Background: an optimization exercise with open tools, aiming at small area and a short achievable clock period. Do not read the settings as production practice. Only simulation tests tie the RTL to the original design; equivalence was not proved.

// demapper
module demapper #(
  parameter MAX_BITS = 5
)(
  input clk,
  input rst,                    
  input enable,                 
  input [15:0] x_real,
  input [15:0] x_imag,
  input [3:0]  coding_rate,
  output reg [MAX_BITS-1:0] bits,
  output reg valid_out
);
Size in the first run: ~2900 cells after synthesis, roughly 510 flip-flops, roughly 45 I/O pins.
clock: 85.0 ns
lec_check: 0
cap_margin: 20
core_margin: 2
core_utilization: 40
cts_buf_list: sky130_fd_sc_hd__clkbuf_8
cts_cluster_diameter: 60
cts_cluster_size: 18
slew_margin: 20
standard.sh (not shown) runs the stock make flow with config.mk's settings and CLKGATE_MAP_FILE= SYNTH_SCRIPT=/design/flow/synth_recipe.tcl, a recipe that flattens the netlist after the stock synthesis.
==> flow/flow/run.sh <==
#!/bin/bash
# The standard layout, with plain buffers (buf_2) on the ports instead of the
# delay buffers buffer_ports picks by default. Everything else is the standard flow's own flow.
set -euo pipefail
bash standard.sh "BUFFER_PORTS_ARGS=-buffer_cell sky130_fd_sc_hd__buf_2" finish > standard_flow.log 2>&1
The first run produced a clean layout.
Rerun with:
- CORE_UTILIZATION: 40 -> 60
- CTS_BUF_LIST: sky130_fd_sc_hd__clkbuf_8 -> sky130_fd_sc_hd__clkbuf_4 sky130_fd_sc_hd__clkbuf_8
- CTS_CLUSTER_DIAMETER: 60 -> unset
- CTS_CLUSTER_SIZE: 18 -> 20
Result: Clock skew rose by 0.030 ns; sequential share of layout area is lower by 0.32 points; routed wire length rises by 6.3%; via count goes up by about 3.3%; non-clock buffer count drops by 3; synthesized cell count does not change; register-to-register slack gains 0.05 ns; global-route usage increases by 8.7 points.
Rerun with:
==> flow/run.sh (new file) <==
#!/bin/bash
# synth_recipe.tcl (not shown) runs the flow's synth.tcl, then flattens the netlist and writes it again
# the make line also repeats each setting of config.mk as NAME=value (left out here)
make -C /OpenROAD-flow-scripts/flow DESIGN_CONFIG=/design/flow/config.mk WORK_HOME=/design/flow/orfs CLKGATE_MAP_FILE= SYNTH_SCRIPT=/design/flow/synth_recipe.tcl finish
- CORE_UTILIZATION: 60 -> 40
- CTS_BUF_LIST: sky130_fd_sc_hd__clkbuf_4 sky130_fd_sc_hd__clkbuf_8 -> unset
- CTS_CLUSTER_SIZE: 20 -> unset
removed: flow/flow/run.sh
removed: flow/standard.sh
=> Fmax decreases by 2.1%. Worst setup slack gets worse by 0.39 ns. Critical path depth stays the same. Synthesized cell count stays the same. Core utilization decreases by 21 points. Design area increases by 2.0%. Worst hold slack gets better by 0.030 ns. Register-to-register slack barely changes. Global-route usage decreases by 8.6 points.

== oak ==
demapper, a different RTL version from the one above (not shown whole).
Size in the first run: roughly 45 I/O pins, roughly 30000 µm² of cells after synthesis.
export LEC_CHECK = 0
export CAP_MARGIN = 20
export CORE_MARGIN = 2
export CORE_UTILIZATION = 40
export CTS_BUF_LIST = sky130_fd_sc_hd__clkbuf_8
export CTS_CLUSTER_DIAMETER = 90
export CTS_CLUSTER_SIZE = 18
export SLEW_MARGIN = 20
create_clock -name core_clock -period 85.0 [get_ports {clk}]
==> flow/flow/run.sh <==
#!/bin/bash
set -uo pipefail
ARGS="BUFFER_PORTS_ARGS=-buffer_cell sky130_fd_sc_hd__buf_2"
CTS="CTS_ARGS=-sink_clustering_enable -repair_clock_nets -dont_use_dummy_load -sink_clustering_size 18 -sink_clustering_max_diameter 90 -buf_list sky130_fd_sc_hd__clkbuf_8"
R=orfs/results/${FLOW_PLATFORM:-sky130hd}/demapper/base
bash standard.sh "$ARGS" synth > standard_synth.log 2>&1 || exit 1
cp $R/1_2_yosys.v netlist_standard.v
if python3 flow/fapol.py netlist_standard.v netlist_fapol.v > fapol.log 2>&1; then
  KEPLER=$(command -v kepler-formal || echo $FLOW_HOME/../tools/install/kepler-formal/bin/kepler-formal)
  LIB=$FLOW_HOME/platforms/sky130hd/lib/sky130_fd_sc_hd__tt_025C_1v80.lib
  mkdir -p kepler_run
  cat > kepler.yml <<EOT
format: verilog
input_paths:
  - $PWD/netlist_standard.v
  - $PWD/netlist_fapol.v
liberty_files:
  - $LIB
log_file: $PWD/kepler_detail.log
report_json: $PWD/kepler_report.json
verilog_design1_top: $FLOW_TOP
verilog_design2_top: $FLOW_TOP
EOT
  if (cd kepler_run && timeout 600 $KEPLER --config ../kepler.yml) > kepler.log 2>&1 \
     && grep -q "No difference was found." kepler.log \
     && grep -q "Verdict: EQUIVALENT" kepler.log; then
    echo "fapol netlist proven equivalent by kepler-formal; using it" >> fapol.log
    cp netlist_fapol.v $R/1_2_yosys.v
    touch $R/1_2_yosys.v
  else
    echo "fapol netlist not proven; keeping the standard netlist" >> fapol.log
  fi
fi
bash standard.sh "$ARGS" "$CTS" finish > standard_finish.log 2>&1 || exit 1
Other scripts of this flow, unchanged in this note and not shown: flow/flow/fapol.py
What pine does differently from oak at the input level:
# oak
export LEC_CHECK = 0
export CAP_MARGIN = 20
export CORE_MARGIN = 2
export CORE_UTILIZATION = 40
export CTS_BUF_LIST = sky130_fd_sc_hd__clkbuf_8
export CTS_CLUSTER_DIAMETER = 90
export CTS_CLUSTER_SIZE = 18
export SLEW_MARGIN = 20
create_clock -name core_clock -period 85.0 [get_ports {clk}]
# pine
export LEC_CHECK = 0
export CAP_MARGIN = 20
export CORE_MARGIN = 2
export CORE_UTILIZATION = 40
export CTS_BUF_LIST = sky130_fd_sc_hd__clkbuf_8
export CTS_CLUSTER_DIAMETER = 60
export CTS_CLUSTER_SIZE = 18
export SLEW_MARGIN = 20
create_clock -name core_clock -period 85.0 [get_ports {clk}]
-- flow/flow/run.sh --
<<< oak, line 4
CTS="CTS_ARGS=-sink_clustering_enable -repair_clock_nets -dont_use_dummy_load -sink_clustering_size 18 -sink_clustering_max_diameter 90 -buf_list sky130_fd_sc_hd__clkbuf_8"
>>> pine, line 4
<<< oak, line 34
bash standard.sh "$ARGS" "$CTS" finish > standard_finish.log 2>&1 || exit 1
>>> pine, line 33
bash standard.sh "$ARGS" finish > standard_finish.log 2>&1 || exit 1
## What came out
Between pine and oak, it is pine whose via density per instance is lower, by about 0.5%. Against oak, pine reports a minimum setup slack in the final design that is higher. Cmp pine and oak / share of the core filled with cells / lower: oak. Comparing pine with oak, the number of nets with antenna violations after routing came out essentially unchanged. On global-route wire length before repair, oak beats pine. The run with more routed wire is pine, not oak. From oak to pine the numbers moved as follows: highest cell delay on the worst timing path flat, total of fill cells in the finished design down about 0.6%.

static timing again, ports no longer ideal:
The flow's constraints put no driver on any port. The routed layouts listed below were extracted and timed again, unchanged, in two steps.
Step 1 sets driving cells, clkbuf_16 on the clock port and buf_2 on the other inputs (assumed; they add their load-dependent delay and slew).
Step 2, shift: input delay + t, output delay - t, t = (earliest + latest rising clock arrival at the registers) / 2. This alone moves slack from input paths to output paths.
Three values: no drivers, after step 1, after step 2; two values: the first two.
| run | shift t [ns] | setup slack, ns | clock arrival spread, ns | cell pins on the clock port's net |
|---|---|---|---|---|
| the first run of note 1 | 0.696 | 66.903 / 66.844 / 67.540 | 0.041 / 0.041 | 1 |
| the second run of note 1 | 0.718 | 66.920 / 66.861 / 67.579 | 0.070 / 0.070 | 1 |
| the third run of note 1 | 0.665 | 66.526 / 66.463 / 67.128 | 0.058 / 0.058 | 1 |
| oak | 0.697 | 66.883 / 66.827 / 67.092 | 0.061 / 0.060 | 1 |
| pine | 0.686 | 66.896 / 66.842 / 67.088 | 0.027 / 0.028 | 1 |
After both steps setup and hold are still met in every run listed.
